This is an optimization exercise on Yosys and OpenROAD, whose aim is small area, a short achievable clock period and few clock cycles per item, not a production implementation.
Only the layout flow was run in this run; the RTL was not checked for function there.
Power is estimated from default activity; no workload was simulated.

$ cat config.mk
export PLATFORM = sky130hd
export DESIGN_NAME = multi_64_33_9_10_16_3
export DESIGN_NICKNAME = multi_64_33_9_10_16_3
export VERILOG_FILES = /design/flow/design.v
export SDC_FILE = /design/flow/constraint.sdc
export NUM_CORES = 4
export LEC_CHECK = 0
export CAP_MARGIN = 20
export CORE_MARGIN = 2
export CORE_UTILIZATION = 40
export SETUP_SLACK_MARGIN = 5
export SLEW_MARGIN = 20
$ cat constraint.sdc
create_clock -name core_clock -period 10.0 [get_ports {clk}]
set_input_delay 2.0000 -clock core_clock [delete_from_list [all_inputs] [get_ports {clk}]]
set_output_delay 2.0000 -clock core_clock [all_outputs]
set_load 0.01 [all_outputs]
$ cat design.v
module multi_64_33_9_10_16_3(clk, reset, s_data_in_x, s_valid_x, s_ready_x, m_data_out_y, m_valid_y, m_ready_y);
  input                       clk, reset, s_valid_x, m_ready_y;
  input signed [15:0]         s_data_in_x;
  output logic                s_ready_x, m_valid_y;
  output logic signed [15:0]  m_data_out_y;
  logic [5:0] cnt;               
  logic       acc_in;
  assign acc_in = s_valid_x & s_ready_x;
  logic signed [15:0] x_r;
  logic       v0;
  logic [5:0] i0;
  always_ff @(posedge clk) begin
    x_r <= s_data_in_x;
    i0  <= cnt;
    if (reset) begin
      cnt <= 6'd0;
      v0  <= 1'b0;
    end else begin
      v0  <= acc_in;
      if (acc_in) cnt <= cnt + 6'd1;
    end
  end
  logic signed [15:0] l1_x;
  logic signed [15:0] l1_d3;
  logic signed [15:0] l1_d5;
  logic signed [15:0] l1_d9;
  logic signed [15:0] l1_d15;
  logic signed [15:0] l1_d17;
  logic signed [15:0] l1_d129;
  logic [32:0] l1_sat;    
  logic l1_neg;             
  logic l1_v1, l1_v2;
  always_ff @(posedge clk) begin
    l1_x <= x_r;
    l1_d3 <= (x_r <<< 1) + x_r;
    l1_d5 <= (x_r <<< 2) + x_r;
    l1_d9 <= (x_r <<< 3) + x_r;
    l1_d15 <= (x_r <<< 4) - x_r;
    l1_d17 <= (x_r <<< 4) + x_r;
    l1_d129 <= (x_r <<< 7) + x_r;
    l1_sat[0] <= (x_r <= -16'sd505) | (x_r >= 16'sd505);
    l1_sat[1] <= (x_r >= 16'sd5462) | (x_r <= -16'sd5462);
    l1_sat[2] <= (x_r <= -16'sd456) | (x_r >= 16'sd456);
    l1_sat[3] <= (x_r <= -16'sd209) | (x_r >= 16'sd209);
    l1_sat[4] <= (x_r <= -16'sd168) | (x_r >= 16'sd168);
    l1_sat[5] <= (x_r >= 16'sd166) | (x_r <= -16'sd166);
    l1_sat[6] <= (x_r <= -16'sd296) | (x_r >= 16'sd296);
    l1_sat[7] <= (x_r >= 16'sd170) | (x_r <= -16'sd170);
    l1_sat[8] <= (x_r <= -16'sd128) | (x_r >= 16'sd128);
    l1_sat[9] <= (x_r >= 16'sd763) | (x_r <= -16'sd763);
    l1_sat[10] <= (x_r >= 16'sd176) | (x_r <= -16'sd176);
    l1_sat[11] <= (x_r >= 16'sd443) | (x_r <= -16'sd443);
    l1_sat[12] <= (x_r <= -16'sd462) | (x_r >= 16'sd462);
    l1_sat[13] <= (x_r >= 16'sd159) | (x_r <= -16'sd159);
    l1_sat[14] <= (x_r >= 16'sd162) | (x_r <= -16'sd162);
    l1_sat[15] <= (x_r <= -16'sd134) | (x_r >= 16'sd134);
    l1_sat[16] <= (x_r <= -16'sd158) | (x_r >= 16'sd158);
    l1_sat[17] <= (x_r <= -16'sd169) | (x_r >= 16'sd169);
    l1_sat[18] <= (x_r >= 16'sd296) | (x_r <= -16'sd296);
    l1_sat[19] <= (x_r <= -16'sd2731) | (x_r >= 16'sd2731);
    l1_sat[20] <= (x_r >= 16'sd1928) | (x_r <= -16'sd1928);
    l1_sat[21] <= (x_r <= -16'sd147) | (x_r >= 16'sd147);
    l1_sat[22] <= (x_r >= 16'sd243) | (x_r <= -16'sd243);
    l1_sat[23] <= (x_r <= -16'sd199) | (x_r >= 16'sd199);
    l1_sat[24] <= (x_r >= 16'sd152) | (x_r <= -16'sd152);
    l1_sat[25] <= (x_r <= -16'sd136) | (x_r >= 16'sd136);
    l1_sat[26] <= (x_r <= -16'sd138) | (x_r >= 16'sd138);
    l1_sat[27] <= (x_r <= -16'sd166) | (x_r >= 16'sd166);
    l1_sat[28] <= (x_r >= 16'sd182) | (x_r <= -16'sd182);
    l1_sat[29] <= (x_r >= 16'sd729) | (x_r <= -16'sd729);
    l1_sat[30] <= (x_r >= 16'sd241) | (x_r <= -16'sd241);
    l1_sat[31] <= (x_r <= -16'sd236) | (x_r >= 16'sd236);
    l1_sat[32] <= (x_r <= -16'sd160) | (x_r >= 16'sd160);
    l1_neg <= x_r[15];
    l1_v1 <= reset ? 1'b0 : v0;
  end
  logic [15:0] l1_p0;
  logic [15:0] l1_p1;
  logic [15:0] l1_p2;
  logic [15:0] l1_p3;
  logic [15:0] l1_p4;
  logic [15:0] l1_p5;
  logic [15:0] l1_p6;
  logic [15:0] l1_p7;
  logic [15:0] l1_p8;
  logic [15:0] l1_p9;
  logic [15:0] l1_p10;
  logic [15:0] l1_p11;
  logic [15:0] l1_p12;
  logic [15:0] l1_p13;
  logic [15:0] l1_p14;
  logic [15:0] l1_p15;
  logic [15:0] l1_p16;
  logic [15:0] l1_p17;
  logic [15:0] l1_p18;
  logic [15:0] l1_p19;
  logic [15:0] l1_p20;
  logic [15:0] l1_p21;
  logic [15:0] l1_p22;
  logic [15:0] l1_p23;
  logic [15:0] l1_p24;
  logic [15:0] l1_p25;
  logic [15:0] l1_p26;
  logic [15:0] l1_p27;
  logic [15:0] l1_p28;
  logic [15:0] l1_p29;
  logic [15:0] l1_p30;
  logic [15:0] l1_p31;
  logic [15:0] l1_p32;
  always_ff @(posedge clk) begin
    l1_p0 <= l1_sat[0] ? (l1_neg ? 16'sh7fff : 16'sh8000) : 16'((l1_x <<< 6) - l1_d129);
    l1_p1 <= l1_sat[1] ? (!l1_neg ? 16'sh7fff : 16'sh8000) : 16'(((l1_d3) <<< 1));
    l1_p2 <= l1_sat[2] ? (l1_neg ? 16'sh7fff : 16'sh8000) : 16'(((16'sd0 - l1_d9) <<< 3));
    l1_p3 <= l1_sat[3] ? (l1_neg ? 16'sh7fff : 16'sh8000) : 16'(l1_d3 - (l1_d5 <<< 5));
    l1_p4 <= l1_sat[4] ? (l1_neg ? 16'sh7fff : 16'sh8000) : 16'(((16'sd0 - (l1_x <<< 6) + l1_d15) <<< 2));
    l1_p5 <= l1_sat[5] ? (!l1_neg ? 16'sh7fff : 16'sh8000) : 16'(((l1_d3 + (l1_d3 <<< 5)) <<< 1));
    l1_p6 <= l1_sat[6] ? (l1_neg ? 16'sh7fff : 16'sh8000) : 16'(16'sd0 - (l1_x <<< 7) + l1_d17);
    l1_p7 <= l1_sat[7] ? (!l1_neg ? 16'sh7fff : 16'sh8000) : 16'(l1_x + (l1_d3 <<< 6));
    l1_p8 <= l1_sat[8] ? (l1_neg ? 16'sh7fff : 16'sh8000) : 16'(((16'sd0 - l1_x) <<< 8));
    l1_p9 <= l1_sat[9] ? (!l1_neg ? 16'sh7fff : 16'sh8000) : 16'(l1_d3 + (l1_d5 <<< 3));
    l1_p10 <= l1_sat[10] ? (!l1_neg ? 16'sh7fff : 16'sh8000) : 16'((l1_d3 <<< 6) - l1_d5);
    l1_p11 <= l1_sat[11] ? (!l1_neg ? 16'sh7fff : 16'sh8000) : 16'((((l1_x <<< 5) + l1_d5) <<< 1));
    l1_p12 <= l1_sat[12] ? (l1_neg ? 16'sh7fff : 16'sh8000) : 16'(l1_x - (l1_d9 <<< 3));
    l1_p13 <= l1_sat[13] ? (!l1_neg ? 16'sh7fff : 16'sh8000) : 16'((l1_d3 <<< 6) + l1_d15);
    l1_p14 <= l1_sat[14] ? (!l1_neg ? 16'sh7fff : 16'sh8000) : 16'((l1_x <<< 3) + l1_d3 + (l1_d3 <<< 6));
    l1_p15 <= l1_sat[15] ? (l1_neg ? 16'sh7fff : 16'sh8000) : 16'(((16'sd0 - (l1_x <<< 7) + l1_d5) <<< 1));
    l1_p16 <= l1_sat[16] ? (l1_neg ? 16'sh7fff : 16'sh8000) : 16'(((16'sd0 - (l1_x <<< 4) + l1_d3) <<< 4));
    l1_p17 <= l1_sat[17] ? (l1_neg ? 16'sh7fff : 16'sh8000) : 16'((((l1_x <<< 5) - l1_d129) <<< 1));
    l1_p18 <= l1_sat[18] ? (!l1_neg ? 16'sh7fff : 16'sh8000) : 16'((l1_x <<< 7) - l1_d17);
    l1_p19 <= l1_sat[19] ? (l1_neg ? 16'sh7fff : 16'sh8000) : 16'(((16'sd0 - l1_d3) <<< 2));
    l1_p20 <= l1_sat[20] ? (!l1_neg ? 16'sh7fff : 16'sh8000) : 16'(l1_d17);
    l1_p21 <= l1_sat[21] ? (l1_neg ? 16'sh7fff : 16'sh8000) : 16'(16'sd0 - (l1_d15 <<< 4) + l1_d17);
    l1_p22 <= l1_sat[22] ? (!l1_neg ? 16'sh7fff : 16'sh8000) : 16'(16'sd0 - l1_x + (l1_d17 <<< 3));
    l1_p23 <= l1_sat[23] ? (l1_neg ? 16'sh7fff : 16'sh8000) : 16'(l1_x - (l1_d3 <<< 1) - (l1_d5 <<< 5));
    l1_p24 <= l1_sat[24] ? (!l1_neg ? 16'sh7fff : 16'sh8000) : 16'((((l1_x <<< 5) - l1_d5) <<< 3));
    l1_p25 <= l1_sat[25] ? (l1_neg ? 16'sh7fff : 16'sh8000) : 16'((((l1_x <<< 3) - l1_d129) <<< 1));
    l1_p26 <= l1_sat[26] ? (l1_neg ? 16'sh7fff : 16'sh8000) : 16'(((16'sd0 - (l1_x <<< 7) + l1_d9) <<< 1));
    l1_p27 <= l1_sat[27] ? (l1_neg ? 16'sh7fff : 16'sh8000) : 16'((((l1_d15 <<< 1) - l1_d129) <<< 1));
    l1_p28 <= l1_sat[28] ? (!l1_neg ? 16'sh7fff : 16'sh8000) : 16'(l1_x - (l1_d3 <<< 2) + (l1_d3 <<< 6));
    l1_p29 <= l1_sat[29] ? (!l1_neg ? 16'sh7fff : 16'sh8000) : 16'(16'sd0 - l1_d3 + (l1_d3 <<< 4));
    l1_p30 <= l1_sat[30] ? (!l1_neg ? 16'sh7fff : 16'sh8000) : 16'(((l1_d17) <<< 3));
    l1_p31 <= l1_sat[31] ? (l1_neg ? 16'sh7fff : 16'sh8000) : 16'(l1_d5 - (l1_d9 <<< 4));
    l1_p32 <= l1_sat[32] ? (l1_neg ? 16'sh7fff : 16'sh8000) : 16'((l1_x <<< 1) - (l1_d3 <<< 6) - l1_d15);
    l1_v2 <= reset ? 1'b0 : l1_v1;
  end
  logic [15:0] l1_r0;
  assign l1_r0 = 16'sd0 + l1_p0;
  logic [15:0] l1_s1;
  logic [15:0] l1_r1;
  assign l1_r1 = l1_s1 + l1_p1;
  logic [15:0] l1_s2;
  logic [15:0] l1_r2;
  assign l1_r2 = l1_s2 + l1_p2;
  logic [15:0] l1_s3;
  logic [15:0] l1_r3;
  assign l1_r3 = l1_s3 + l1_p3;
  logic [15:0] l1_s4;
  logic [15:0] l1_r4;
  assign l1_r4 = l1_s4 + l1_p4;
  logic [15:0] l1_s5;
  logic [15:0] l1_r5;
  assign l1_r5 = l1_s5 + l1_p5;
  logic [15:0] l1_s6;
  logic [15:0] l1_r6;
  assign l1_r6 = l1_s6 + l1_p6;
  logic [15:0] l1_s7;
  logic [15:0] l1_r7;
  assign l1_r7 = l1_s7 + l1_p7;
  logic [15:0] l1_s8;
  logic [15:0] l1_r8;
  assign l1_r8 = l1_s8 + l1_p8;
  logic [15:0] l1_s9;
  logic [15:0] l1_r9;
  assign l1_r9 = l1_s9 + l1_p9;
  logic [15:0] l1_s10;
  logic [15:0] l1_r10;
  assign l1_r10 = l1_s10 + l1_p10;
  logic [15:0] l1_s11;
  logic [15:0] l1_r11;
  assign l1_r11 = l1_s11 + l1_p11;
  logic [15:0] l1_s12;
  logic [15:0] l1_r12;
  assign l1_r12 = l1_s12 + l1_p12;
  logic [15:0] l1_s13;
  logic [15:0] l1_r13;
  assign l1_r13 = l1_s13 + l1_p13;
  logic [15:0] l1_s14;
  logic [15:0] l1_r14;
  assign l1_r14 = l1_s14 + l1_p14;
  logic [15:0] l1_s15;
  logic [15:0] l1_r15;
  assign l1_r15 = l1_s15 + l1_p15;
  logic [15:0] l1_s16;
  logic [15:0] l1_r16;
  assign l1_r16 = l1_s16 + l1_p16;
  logic [15:0] l1_s17;
  logic [15:0] l1_r17;
  assign l1_r17 = l1_s17 + l1_p17;
  logic [15:0] l1_s18;
  logic [15:0] l1_r18;
  assign l1_r18 = l1_s18 + l1_p18;
  logic [15:0] l1_s19;
  logic [15:0] l1_r19;
  assign l1_r19 = l1_s19 + l1_p19;
  logic [15:0] l1_s20;
  logic [15:0] l1_r20;
  assign l1_r20 = l1_s20 + l1_p20;
  logic [15:0] l1_s21;
  logic [15:0] l1_r21;
  assign l1_r21 = l1_s21 + l1_p21;
  logic [15:0] l1_s22;
  logic [15:0] l1_r22;
  assign l1_r22 = l1_s22 + l1_p22;
  logic [15:0] l1_s23;
  logic [15:0] l1_r23;
  assign l1_r23 = l1_s23 + l1_p23;
  logic [15:0] l1_s24;
  logic [15:0] l1_r24;
  assign l1_r24 = l1_s24 + l1_p24;
  logic [15:0] l1_s25;
  logic [15:0] l1_r25;
  assign l1_r25 = l1_s25 + l1_p25;
  logic [15:0] l1_s26;
  logic [15:0] l1_r26;
  assign l1_r26 = l1_s26 + l1_p26;
  logic [15:0] l1_s27;
  logic [15:0] l1_r27;
  assign l1_r27 = l1_s27 + l1_p27;
  logic [15:0] l1_s28;
  logic [15:0] l1_r28;
  assign l1_r28 = l1_s28 + l1_p28;
  logic [15:0] l1_s29;
  logic [15:0] l1_r29;
  assign l1_r29 = l1_s29 + l1_p29;
  logic [15:0] l1_s30;
  logic [15:0] l1_r30;
  assign l1_r30 = l1_s30 + l1_p30;
  logic [15:0] l1_s31;
  logic [15:0] l1_r31;
  assign l1_r31 = l1_s31 + l1_p31;
  logic [15:0] l1_s32;
  logic [15:0] l1_r32;
  assign l1_r32 = l1_s32 + l1_p32;
  logic [14:0] l1_y;    
  assign l1_y = (l1_s32[15] & l1_p32[15] & ~l1_r32[15]) ? 15'd0 : ((~l1_s32[15] & ~l1_p32[15] & l1_r32[15]) ? 15'h7fff : (l1_r32[15] ? 15'd0 : l1_r32[14:0]));
  always_ff @(posedge clk) begin
    if (l1_v2) begin
      l1_s1 <= l1_r0[15:0];
      l1_s2 <= (l1_s1[15] & l1_p1[15] & ~l1_r1[15]) ? 16'h8000 : ((~l1_s1[15] & ~l1_p1[15] & l1_r1[15]) ? 16'h7fff : l1_r1[15:0]);
      l1_s3 <= (l1_s2[15] & l1_p2[15] & ~l1_r2[15]) ? 16'h8000 : ((~l1_s2[15] & ~l1_p2[15] & l1_r2[15]) ? 16'h7fff : l1_r2[15:0]);
      l1_s4 <= (l1_s3[15] & l1_p3[15] & ~l1_r3[15]) ? 16'h8000 : ((~l1_s3[15] & ~l1_p3[15] & l1_r3[15]) ? 16'h7fff : l1_r3[15:0]);
      l1_s5 <= (l1_s4[15] & l1_p4[15] & ~l1_r4[15]) ? 16'h8000 : ((~l1_s4[15] & ~l1_p4[15] & l1_r4[15]) ? 16'h7fff : l1_r4[15:0]);
      l1_s6 <= (l1_s5[15] & l1_p5[15] & ~l1_r5[15]) ? 16'h8000 : ((~l1_s5[15] & ~l1_p5[15] & l1_r5[15]) ? 16'h7fff : l1_r5[15:0]);
      l1_s7 <= (l1_s6[15] & l1_p6[15] & ~l1_r6[15]) ? 16'h8000 : ((~l1_s6[15] & ~l1_p6[15] & l1_r6[15]) ? 16'h7fff : l1_r6[15:0]);
      l1_s8 <= (l1_s7[15] & l1_p7[15] & ~l1_r7[15]) ? 16'h8000 : ((~l1_s7[15] & ~l1_p7[15] & l1_r7[15]) ? 16'h7fff : l1_r7[15:0]);
      l1_s9 <= (l1_s8[15] & l1_p8[15] & ~l1_r8[15]) ? 16'h8000 : ((~l1_s8[15] & ~l1_p8[15] & l1_r8[15]) ? 16'h7fff : l1_r8[15:0]);
      l1_s10 <= (l1_s9[15] & l1_p9[15] & ~l1_r9[15]) ? 16'h8000 : ((~l1_s9[15] & ~l1_p9[15] & l1_r9[15]) ? 16'h7fff : l1_r9[15:0]);
      l1_s11 <= (l1_s10[15] & l1_p10[15] & ~l1_r10[15]) ? 16'h8000 : ((~l1_s10[15] & ~l1_p10[15] & l1_r10[15]) ? 16'h7fff : l1_r10[15:0]);
      l1_s12 <= (l1_s11[15] & l1_p11[15] & ~l1_r11[15]) ? 16'h8000 : ((~l1_s11[15] & ~l1_p11[15] & l1_r11[15]) ? 16'h7fff : l1_r11[15:0]);
      l1_s13 <= (l1_s12[15] & l1_p12[15] & ~l1_r12[15]) ? 16'h8000 : ((~l1_s12[15] & ~l1_p12[15] & l1_r12[15]) ? 16'h7fff : l1_r12[15:0]);
      l1_s14 <= (l1_s13[15] & l1_p13[15] & ~l1_r13[15]) ? 16'h8000 : ((~l1_s13[15] & ~l1_p13[15] & l1_r13[15]) ? 16'h7fff : l1_r13[15:0]);
      l1_s15 <= (l1_s14[15] & l1_p14[15] & ~l1_r14[15]) ? 16'h8000 : ((~l1_s14[15] & ~l1_p14[15] & l1_r14[15]) ? 16'h7fff : l1_r14[15:0]);
      l1_s16 <= (l1_s15[15] & l1_p15[15] & ~l1_r15[15]) ? 16'h8000 : ((~l1_s15[15] & ~l1_p15[15] & l1_r15[15]) ? 16'h7fff : l1_r15[15:0]);
      l1_s17 <= (l1_s16[15] & l1_p16[15] & ~l1_r16[15]) ? 16'h8000 : ((~l1_s16[15] & ~l1_p16[15] & l1_r16[15]) ? 16'h7fff : l1_r16[15:0]);
      l1_s18 <= (l1_s17[15] & l1_p17[15] & ~l1_r17[15]) ? 16'h8000 : ((~l1_s17[15] & ~l1_p17[15] & l1_r17[15]) ? 16'h7fff : l1_r17[15:0]);
      l1_s19 <= (l1_s18[15] & l1_p18[15] & ~l1_r18[15]) ? 16'h8000 : ((~l1_s18[15] & ~l1_p18[15] & l1_r18[15]) ? 16'h7fff : l1_r18[15:0]);
      l1_s20 <= (l1_s19[15] & l1_p19[15] & ~l1_r19[15]) ? 16'h8000 : ((~l1_s19[15] & ~l1_p19[15] & l1_r19[15]) ? 16'h7fff : l1_r19[15:0]);
      l1_s21 <= (l1_s20[15] & l1_p20[15] & ~l1_r20[15]) ? 16'h8000 : ((~l1_s20[15] & ~l1_p20[15] & l1_r20[15]) ? 16'h7fff : l1_r20[15:0]);
      l1_s22 <= (l1_s21[15] & l1_p21[15] & ~l1_r21[15]) ? 16'h8000 : ((~l1_s21[15] & ~l1_p21[15] & l1_r21[15]) ? 16'h7fff : l1_r21[15:0]);
      l1_s23 <= (l1_s22[15] & l1_p22[15] & ~l1_r22[15]) ? 16'h8000 : ((~l1_s22[15] & ~l1_p22[15] & l1_r22[15]) ? 16'h7fff : l1_r22[15:0]);
      l1_s24 <= (l1_s23[15] & l1_p23[15] & ~l1_r23[15]) ? 16'h8000 : ((~l1_s23[15] & ~l1_p23[15] & l1_r23[15]) ? 16'h7fff : l1_r23[15:0]);
      l1_s25 <= (l1_s24[15] & l1_p24[15] & ~l1_r24[15]) ? 16'h8000 : ((~l1_s24[15] & ~l1_p24[15] & l1_r24[15]) ? 16'h7fff : l1_r24[15:0]);
      l1_s26 <= (l1_s25[15] & l1_p25[15] & ~l1_r25[15]) ? 16'h8000 : ((~l1_s25[15] & ~l1_p25[15] & l1_r25[15]) ? 16'h7fff : l1_r25[15:0]);
      l1_s27 <= (l1_s26[15] & l1_p26[15] & ~l1_r26[15]) ? 16'h8000 : ((~l1_s26[15] & ~l1_p26[15] & l1_r26[15]) ? 16'h7fff : l1_r26[15:0]);
      l1_s28 <= (l1_s27[15] & l1_p27[15] & ~l1_r27[15]) ? 16'h8000 : ((~l1_s27[15] & ~l1_p27[15] & l1_r27[15]) ? 16'h7fff : l1_r27[15:0]);
      l1_s29 <= (l1_s28[15] & l1_p28[15] & ~l1_r28[15]) ? 16'h8000 : ((~l1_s28[15] & ~l1_p28[15] & l1_r28[15]) ? 16'h7fff : l1_r28[15:0]);
      l1_s30 <= (l1_s29[15] & l1_p29[15] & ~l1_r29[15]) ? 16'h8000 : ((~l1_s29[15] & ~l1_p29[15] & l1_r29[15]) ? 16'h7fff : l1_r29[15:0]);
      l1_s31 <= (l1_s30[15] & l1_p30[15] & ~l1_r30[15]) ? 16'h8000 : ((~l1_s30[15] & ~l1_p30[15] & l1_r30[15]) ? 16'h7fff : l1_r30[15:0]);
      l1_s32 <= (l1_s31[15] & l1_p31[15] & ~l1_r31[15]) ? 16'h8000 : ((~l1_s31[15] & ~l1_p31[15] & l1_r31[15]) ? 16'h7fff : l1_r31[15:0]);
    end
  end
  logic [5:0] i1a, i1b;
  always_ff @(posedge clk) begin i1a <= i0; i1b <= i1a; end
  logic [14:0] b_r;
  logic bv;
  logic [4:0] bi;
  always_ff @(posedge clk) begin
    b_r <= l1_y;
    bi <= i1b[4:0];
    bv <= reset ? 1'b0 : (l1_v2 & i1b[5]);
  end
  logic signed [15:0] bx;
  assign bx = {1'b0, b_r};
  logic signed [15:0] l2_x;
  logic signed [15:0] l2_d3;
  logic signed [15:0] l2_d5;
  logic signed [15:0] l2_d7;
  logic [8:0] l2_sat;    
  logic l2_v1, l2_v2;
  always_ff @(posedge clk) begin
    l2_x <= bx;
    l2_d3 <= (bx <<< 1) + bx;
    l2_d5 <= (bx <<< 2) + bx;
    l2_d7 <= (bx <<< 3) - bx;
    l2_sat[0] <= (bx >= 16'sd171);
    l2_sat[1] <= (bx >= 16'sd820);
    l2_sat[2] <= (bx >= 16'sd228);
    l2_sat[3] <= (bx >= 16'sd132);
    l2_sat[4] <= (bx >= 16'sd313);
    l2_sat[5] <= (bx >= 16'sd159);
    l2_sat[6] <= (bx >= 16'sd132);
    l2_sat[7] <= (bx >= 16'sd307);
    l2_sat[8] <= (bx >= 16'sd139);
    l2_v1 <= reset ? 1'b0 : bv;
  end
  logic [15:0] l2_p0;
  logic [15:0] l2_p1;
  logic [15:0] l2_p2;
  logic [15:0] l2_p3;
  logic [14:0] l2_p4;
  logic [15:0] l2_p5;
  logic [15:0] l2_p6;
  logic [15:0] l2_p7;
  logic [14:0] l2_p8;
  always_ff @(posedge clk) begin
    l2_p0 <= l2_sat[0] ? 16'sh8000 : 16'(((16'sd0 - l2_d3) <<< 6));
    l2_p1 <= l2_sat[1] ? 16'sh8000 : 16'(((16'sd0 - l2_d5) <<< 3));
    l2_p2 <= l2_sat[2] ? 16'sh8000 : 16'(((l2_x - (l2_d5 <<< 1)) <<< 4));
    l2_p3 <= l2_sat[3] ? 16'sh8000 : 16'(((16'sd0 - (l2_x <<< 7) + l2_d3) <<< 1));
    l2_p4 <= 15'(l2_sat[4] ? 16'sh7fff : 16'(16'sd0 - l2_d7 + (l2_d7 <<< 4)));
    l2_p5 <= l2_sat[5] ? 16'sh8000 : 16'(l2_x - (l2_x <<< 4) - (l2_d3 <<< 6));
    l2_p6 <= l2_sat[6] ? 16'sh8000 : 16'(((16'sd0 - (l2_x <<< 7) + l2_d3) <<< 1));
    l2_p7 <= l2_sat[7] ? 16'sh8000 : 16'(l2_d5 - (l2_d7 <<< 4));
    l2_p8 <= 15'(l2_sat[8] ? 16'sh7fff : 16'((((l2_x <<< 6) - l2_d5) <<< 2)));
    l2_v2 <= reset ? 1'b0 : l2_v1;
  end
  logic [15:0] l2_r0;
  assign l2_r0 = 16'sd0 + l2_p0;
  logic [15:0] l2_s1;
  logic [15:0] l2_r1;
  assign l2_r1 = l2_s1 + l2_p1;
  logic [15:0] l2_s2;
  logic [15:0] l2_r2;
  assign l2_r2 = l2_s2 + l2_p2;
  logic [15:0] l2_s3;
  logic [15:0] l2_r3;
  assign l2_r3 = l2_s3 + l2_p3;
  logic [15:0] l2_s4;
  logic [15:0] l2_r4;
  assign l2_r4 = l2_s4 + 16'(l2_p4);
  logic [15:0] l2_s5;
  logic [15:0] l2_r5;
  assign l2_r5 = l2_s5 + l2_p5;
  logic [15:0] l2_s6;
  logic [15:0] l2_r6;
  assign l2_r6 = l2_s6 + l2_p6;
  logic [15:0] l2_s7;
  logic [15:0] l2_r7;
  assign l2_r7 = l2_s7 + l2_p7;
  logic [15:0] l2_s8;
  logic [15:0] l2_r8;
  assign l2_r8 = l2_s8 + 16'(l2_p8);
  logic [14:0] l2_y;    
  assign l2_y = (~l2_s8[15] & l2_r8[15]) ? 15'h7fff : (l2_r8[15] ? 15'd0 : l2_r8[14:0]);
  always_ff @(posedge clk) begin
    if (l2_v2) begin
      l2_s1 <= l2_r0[15:0];
      l2_s2 <= (l2_s1[15] & ~l2_r1[15]) ? 16'h8000 : (l2_r1[15:0]);
      l2_s3 <= (l2_s2[15] & ~l2_r2[15]) ? 16'h8000 : (l2_r2[15:0]);
      l2_s4 <= (l2_s3[15] & ~l2_r3[15]) ? 16'h8000 : (l2_r3[15:0]);
      l2_s5 <= l2_r4[15:0];
      l2_s6 <= (l2_s5[15] & ~l2_r5[15]) ? 16'h8000 : (l2_r5[15:0]);
      l2_s7 <= (l2_s6[15] & ~l2_r6[15]) ? 16'h8000 : (l2_r6[15:0]);
      l2_s8 <= (l2_s7[15] & ~l2_r7[15]) ? 16'h8000 : (l2_r7[15:0]);
    end
  end
  logic [4:0] bi2a, bi2b;
  always_ff @(posedge clk) begin bi2a <= bi; bi2b <= bi2a; end
  logic [14:0] c_r;
  logic cv;
  logic [4:0] ci;
  always_ff @(posedge clk) begin
    c_r <= l2_y;
    ci <= bi2b - 5'd8;
    cv <= reset ? 1'b0 : (l2_v2 & (bi2b >= 5'd8));
  end
  logic signed [15:0] cx;
  assign cx = {1'b0, c_r};
  logic signed [15:0] l3_x;
  logic signed [15:0] l3_d5;
  logic [9:0] l3_sat;    
  logic l3_v1, l3_v2;
  always_ff @(posedge clk) begin
    l3_x <= cx;
    l3_d5 <= (cx <<< 2) + cx;
    l3_sat[0] <= (cx >= 16'sd410);
    l3_sat[1] <= (cx >= 16'sd421);
    l3_sat[2] <= (cx >= 16'sd176);
    l3_sat[3] <= (cx >= 16'sd1214);
    l3_sat[4] <= (cx >= 16'sd373);
    l3_sat[5] <= (cx >= 16'sd139);
    l3_sat[6] <= (cx >= 16'sd365);
    l3_sat[7] <= (cx >= 16'sd575);
    l3_sat[8] <= (cx >= 16'sd1024);
    l3_sat[9] <= (cx >= 16'sd220);
    l3_v1 <= reset ? 1'b0 : cv;
  end
  logic [14:0] l3_p0;
  logic [14:0] l3_p1;
  logic [14:0] l3_p2;
  logic [14:0] l3_p3;
  logic [14:0] l3_p4;
  logic [14:0] l3_p5;
  logic [14:0] l3_p6;
  logic [15:0] l3_p7;
  logic [15:0] l3_p8;
  logic [15:0] l3_p9;
  always_ff @(posedge clk) begin
    l3_p0 <= 15'(l3_sat[0] ? 16'sh7fff : 16'(((l3_d5) <<< 4)));
    l3_p1 <= 15'(l3_sat[1] ? 16'sh7fff : 16'(((16'sd0 - l3_x + (l3_d5 <<< 3)) <<< 1)));
    l3_p2 <= 15'(l3_sat[2] ? 16'sh7fff : 16'((l3_x <<< 6) + (l3_x <<< 7) - l3_d5));
    l3_p3 <= 15'(l3_sat[3] ? 16'sh7fff : 16'((l3_x <<< 5) - l3_d5));
    l3_p4 <= 15'(l3_sat[4] ? 16'sh7fff : 16'(((l3_x + (l3_d5 <<< 1)) <<< 3)));
    l3_p5 <= 15'(l3_sat[5] ? 16'sh7fff : 16'((((l3_x <<< 6) - l3_d5) <<< 2)));
    l3_p6 <= 15'(l3_sat[6] ? 16'sh7fff : 16'(((l3_d5 + (l3_d5 <<< 3)) <<< 1)));
    l3_p7 <= l3_sat[7] ? 16'sh8000 : 16'((l3_x <<< 3) - l3_x - (l3_x <<< 6));
    l3_p8 <= l3_sat[8] ? 16'sh8000 : 16'(((16'sd0 - l3_x) <<< 5));
    l3_p9 <= l3_sat[9] ? 16'sh8000 : 16'(l3_x + (l3_d5 <<< 1) - (l3_d5 <<< 5));
    l3_v2 <= reset ? 1'b0 : l3_v1;
  end
  logic [15:0] l3_r0;
  assign l3_r0 = 16'sd0 + 16'(l3_p0);
  logic [14:0] l3_s1;
  logic [15:0] l3_r1;
  assign l3_r1 = 16'(l3_s1) + 16'(l3_p1);
  logic [14:0] l3_s2;
  logic [15:0] l3_r2;
  assign l3_r2 = 16'(l3_s2) + 16'(l3_p2);
  logic [14:0] l3_s3;
  logic [15:0] l3_r3;
  assign l3_r3 = 16'(l3_s3) + 16'(l3_p3);
  logic [14:0] l3_s4;
  logic [15:0] l3_r4;
  assign l3_r4 = 16'(l3_s4) + 16'(l3_p4);
  logic [14:0] l3_s5;
  logic [15:0] l3_r5;
  assign l3_r5 = 16'(l3_s5) + 16'(l3_p5);
  logic [14:0] l3_s6;
  logic [15:0] l3_r6;
  assign l3_r6 = 16'(l3_s6) + 16'(l3_p6);
  logic [14:0] l3_s7;
  logic [15:0] l3_r7;
  assign l3_r7 = 16'(l3_s7) + l3_p7;
  logic [15:0] l3_s8;
  logic [15:0] l3_r8;
  assign l3_r8 = l3_s8 + l3_p8;
  logic [15:0] l3_s9;
  logic [15:0] l3_r9;
  assign l3_r9 = l3_s9 + l3_p9;
  logic [14:0] l3_y;    
  assign l3_y = (l3_s9[15] & ~l3_r9[15]) ? 15'd0 : (l3_r9[15] ? 15'd0 : l3_r9[14:0]);
  always_ff @(posedge clk) begin
    if (l3_v2) begin
      l3_s1 <= l3_r0[14:0];
      l3_s2 <= (~1'b0 & l3_r1[15]) ? 15'h7fff : l3_r1[14:0];
      l3_s3 <= (~1'b0 & l3_r2[15]) ? 15'h7fff : l3_r2[14:0];
      l3_s4 <= (~1'b0 & l3_r3[15]) ? 15'h7fff : l3_r3[14:0];
      l3_s5 <= (~1'b0 & l3_r4[15]) ? 15'h7fff : l3_r4[14:0];
      l3_s6 <= (~1'b0 & l3_r5[15]) ? 15'h7fff : l3_r5[14:0];
      l3_s7 <= (~1'b0 & l3_r6[15]) ? 15'h7fff : l3_r6[14:0];
      l3_s8 <= l3_r7[15:0];
      l3_s9 <= (l3_s8[15] & ~l3_r8[15]) ? 16'h8000 : (l3_r8[15:0]);
    end
  end
  logic [4:0] ci3a, ci3b;
  always_ff @(posedge clk) begin ci3a <= ci; ci3b <= ci3a; end
  logic       push;
  assign push = l3_v2 & (ci3b >= 5'd9);
  logic [9:0][14:0] q;
  logic [3:0] wp, rp;
  logic [3:0] qn;
  logic [3:0] pend, pend_n;
  logic [14:0] out_r;
  logic        out_v;
  logic [5:0]  cnt_n;
  assign m_valid_y = out_v;
  assign m_data_out_y = {1'b0, out_r};
  assign cnt_n = acc_in ? cnt + 6'd1 : cnt;
  assign pend_n = pend + 4'(acc_in & (cnt >= 6'd49)) - 4'(out_v & m_ready_y);
  logic        take;        
  logic        adv;         
  assign take = ~out_v | m_ready_y;
  assign adv  = take & ((qn != 0) | push);
  always_ff @(posedge clk) begin
    if (push) q[wp] <= l3_y;
    if (take) out_r <= (qn != 0) ? q[rp] : l3_y;
    if (reset) begin
      out_v <= 1'b0; qn <= '0; wp <= '0; rp <= '0; pend <= '0; s_ready_x <= 1'b1;
    end else begin
      pend <= pend_n;
      s_ready_x <= (cnt_n < 6'd49) | (pend_n < 4'd11);
      if (take) out_v <= (qn != 0) | push;
      if (push) wp <= (wp == 4'd9) ? '0 : wp + 1'b1;
      if (adv)  rp <= (rp == 4'd9) ? '0 : rp + 1'b1;
      qn <= qn + 4'(push) - 4'(adv);
    end
  end
endmodule
$ cat run.sh
#!/bin/bash
# synth_recipe.tcl (not shown) runs the flow's synth.tcl, then flattens the netlist and writes it again
# the make line also repeats each setting of config.mk as NAME=value (left out here)
make -C /OpenROAD-flow-scripts/flow DESIGN_CONFIG=/design/flow/config.mk WORK_HOME=/design/flow/orfs CLKGATE_MAP_FILE= SYNTH_SCRIPT=/design/flow/synth_recipe.tcl finish
==> notes.md <==
==> worst paths after layout <==
kind | slack, ns | cells after the start | to | start
worst max-delay path | 5.37 | 14 | l3_p1[14] | l3_d5[0]
worst min-delay path | 0.29 | 0 | bi2b[3] | bi2a[3]
worst max register to register | 5.37 | 14 | l3_p1[14] | l3_d5[0]
worst min register to register | 0.29 | 0 | bi2b[3] | bi2a[3]
==> cells in the mapped netlist (111+ instances only) <==
cell type / count
a22o_1: 140
dfxtp_1: 1115
nand2_1: 800
nand3_1: 250
a21o_1: 362
nor2_1: 809
a31oi_1: 120
nor3_1: 392
fa_1: 141
xor2_1: 367
o21bai_1: 111
or3_1: 117
nand2b_1: 207
ha_1: 1433
o21a_1: 277
xnor2_1: 609
edfxtp_1: 926
inv_1: 926
a21oi_1: 904
o21ai_0: 1098
o31ai_1: 118
nor2b_1: 219
clkbuf_1: 218
==> per-layer routing <==
layer  GRT usage (%)  up-vias
li1                -    47500
met1            31.1    46200
met2            38.2     2984
met3            3.12      660
met4            9.93       14
met5               0        -
==> area by class of cell <==
| type | instances | area (um^2) |
|---|---|---|
| clock buffer | 292 | 6430 |
| fill | 30000 | 175000 |
| clock inverter | 141 | 1690 |
| timing repair buffer | 135 | 1130 |
| tap | 4160 | 5200 |
| inverter | 928 | 3480 |
| multi-input combinational | 9808 | 71500 |
| antenna | 5 | 12.5 |
| sequential | 2041 | 50200 |
==> logic make-up after synthesis <==
kind of cell	Yosys count	synth area share, %
xor gates and xnor gates	976	6.76
muxes	118	1.24
and+or+nand+nor	3378	13.1
adders and majority gates	1574	16.4
other	1	0.00297
buffers and inverters	1239	3.78
AOI/OAI and AO/OA	3761	19.0
DFF	2041	39.7
==> power groups by stage <==
stage | combinational (mW) | clock (mW) | sequential [mW]
6_report | 13.0 | 9.06 | 10.7
5_1_grt | 14.4 | 9.52 | 10.8
4_1_cts | 12.9 | 9.21 | 10.7
3_5_place_dp | 12.8 | 0 | 10.9
3_3_place_gp | 12.8 | 0 | 10.9
2_1_floorplan | 9.53 | 0 | 10.4
==> metrics by stage <==
step / utilization (%) / total power, mW / instance area, um^2 / hold slack [ns]
after floorplan: - / 19.9 / 126000 / 0.310
after global placement: 41.8 / 23.6 / 131000 / 0.310
after detailed placement: 41.8 / 23.6 / 131000 / 0.312
after CTS: 44.4 / 32.8 / 140000 / 0.294
after global routing: 44.4 / 34.6 / 140000 / 0.313
final: 44.4 / 32.7 / 140000 / 0.292
==> impl_metrics.py <==
metrics = {
    "run_status": {
        "status": "timing/DRC/antenna clean",
    },
    "final_layout": {
        "mostFrequentLayoutCells": "ha_1, dfxtp_1, o21ai_0",
        "fin_cells": 17500,
        "layout.nets": 14700,
        "regMostFlops": "q",
        "reg_top3": "q x150, l1_sat x31",
        "layout-drive-gt1-share_pct": 5.64,
        "syn_to_final_growth_pct": 10.5,
        "largest_register_ffs": 150,
        "layout_commonest_cell": "ha_1",
    },
    "critical_path": {
        "critPathSlowestCell": "nor4_1",
        "setup.worst_path.start_class": "flip-flop",
        "crit_type": "reg -> reg",
        "cp_slowest_stage_delay_ns": 0.75,
        "crit_path_end_kind": "flip-flop",
        "critPathMaxFanout": 14,
        "crit_family": "simple AND/OR/NAND/NOR gates",
        "crit_chain": "inv_1 -> ha_1 -> inv_1 -> nor4_1 -> nor2_1 -> fa_1 -> a21o_1 -> a21oi_1 -> o21bai_1 -> a21oi_1 -> o21ai_0 -> nand3_1 -> a21oi_1 -> or3b_2",
        "worstPathRequired_ns": 10.77,
        "critical_path_arrival_ns": 5.40,
        "timing.critical_path.mode_cell": "a21oi_1",
        "crit_buf_inv": 2,
    },
    "drt": {
        "wl_met1_um": 168000,
        "drt_first_pass_iters": 6,
        "wirelength_um": 387000,
        "via_count": 97300,
        "wl_met3_um": 24900,
        "top_layer_used": "met5",
        "wire_per_inst_um": 22.1,
        "initialDrtViolationCount": 8516,
        "drc": 0,
        "met2_length_um": 176000,
        "via_per_inst": 5.56,
        "ant_nets": 0,
    },
    "place": {
        "dp_hpwl_um": 294000,
        "placement.io_buffers": 36,
        "dpl_worst_slack_ns": 5.41,
        "dp.cells": 17100,
        "gp_congestion": 0.984,
    },
    "pwr": {
        "ir_worst_vdd_v": 0.000166,
        "p_sw_share_pct": 37.7,
        "powerDensity_nw_per_um2": 234,
        "p_clk_share_pct": 27.7,
        "power_frac_comb_pct": 39.6,
        "seqPwrFrac_pct": 32.7,
        "power.switching_mw": 12.3,
        "p_leak_nw": 57.7,
        "intPower_mw": 20.4,
    },
    "synth": {
        "synth_top_flop_cell": "dfxtp_1",
        "synth_top_area_share_pct": 22.0,
        "synth_area_leaders": "edfxtp_1, dfxtp_1, ha_1, o21ai_0, xnor2_1",
        "ys_warn_count": 1,
        "syn-num-nets": 14700,
        "synth-seq-cells": 2041,
        "synth_area_leader_cell": "edfxtp_1",
        "async_flop_share_pct": 0,
        "syn-cell-area_um2": 126000,
        "synth_edf_count": 926,
        "avgSynthCellArea_um2": 9.66,
        "synth.yosys.seq_area_share_pct": 39.7,
        "ys_types": 104,
        "syn_inst": 13100,
    },
    "sta": {
        "rsz0062_at_grt": "no",
        "setup_slack_ns": 5.37,
        "period_minus_slack_ns": 4.63,
        "slew_viol_final": 0,
        "finalSetupTns_ns": 0,
        "setup_viol": 0,
        "period_share_pct": 46.3,
        "tightest_slew_ns": 1.13,
        "max_freq_ghz": 0.216,
        "final.setup_skew_ns": 0.0749,
        "max_slew_margin_pct": 23.9,
        "finalHoldViolations": 0,
    },
    "floorplanning": {
        "coreArea_um2": 315000,
        "die_area_um2": 321000,
        "start_util_pct": 40.2,
        "die_y_um": 566,
        "rows": 206,
        "die_w_um": 566,
        "num_io_pins": 38,
    },
    "clocking": {
        "cts_resized": 0,
        "numClockSinks": 2041,
        "path_clk_slew_ns": 0.06,
        "cts_tree": "built",
        "hold_buffers": 0,
        "clk_latency_ns": 0.94,
        "cts_made_buffers": 230,
        "htreeDepth": 4,
        "cts_root_buffer": "clkbuf_16",
        "cts_setup_buffers": 0,
        "cts.path.max_buffers": 4,
    },
    "global_route": {
        "grt_pass1_wl_um": 578000,
        "overflow": 0,
        "grt_max_degree": 158,
        "grt_antenna_before_repair": 27,
        "grt_use_total_pct": 23.4,
        "grt_pass1_vias": 92900,
    },
    "hold_path": {
        "hold_class": "reg -> reg",
    },
    "job": {
        "maxCapViolations": 0,
    },
}

## re-timing with driven ports
The flow's constraints put no driver on any port. The routed layout listed below was extracted and timed again, unchanged, in two steps.
Step 1: set_driving_cell puts a clkbuf_16 on clk and a buf_2 on each other input, an assumption about the parent block.
Step 2 also shifts input and output timing later by t, the mid clock arrival at the registers, as if the neighbouring blocks saw the same clock.
Slacks: ideal / step 1 / step 2; pairs: ideal / step 1.
t (ns): 1.011
slack for setup (ns): 5.372 / 5.372 / 5.368
hold WS [ns]: 0.292 / 0.292 / 0.292
clock arrival spread, ns: 0.081 / 0.080
After both steps setup and hold are still met in this run. The setup slack of this run moves by 0.000 ns with the drivers and by -0.004 ns with both steps.
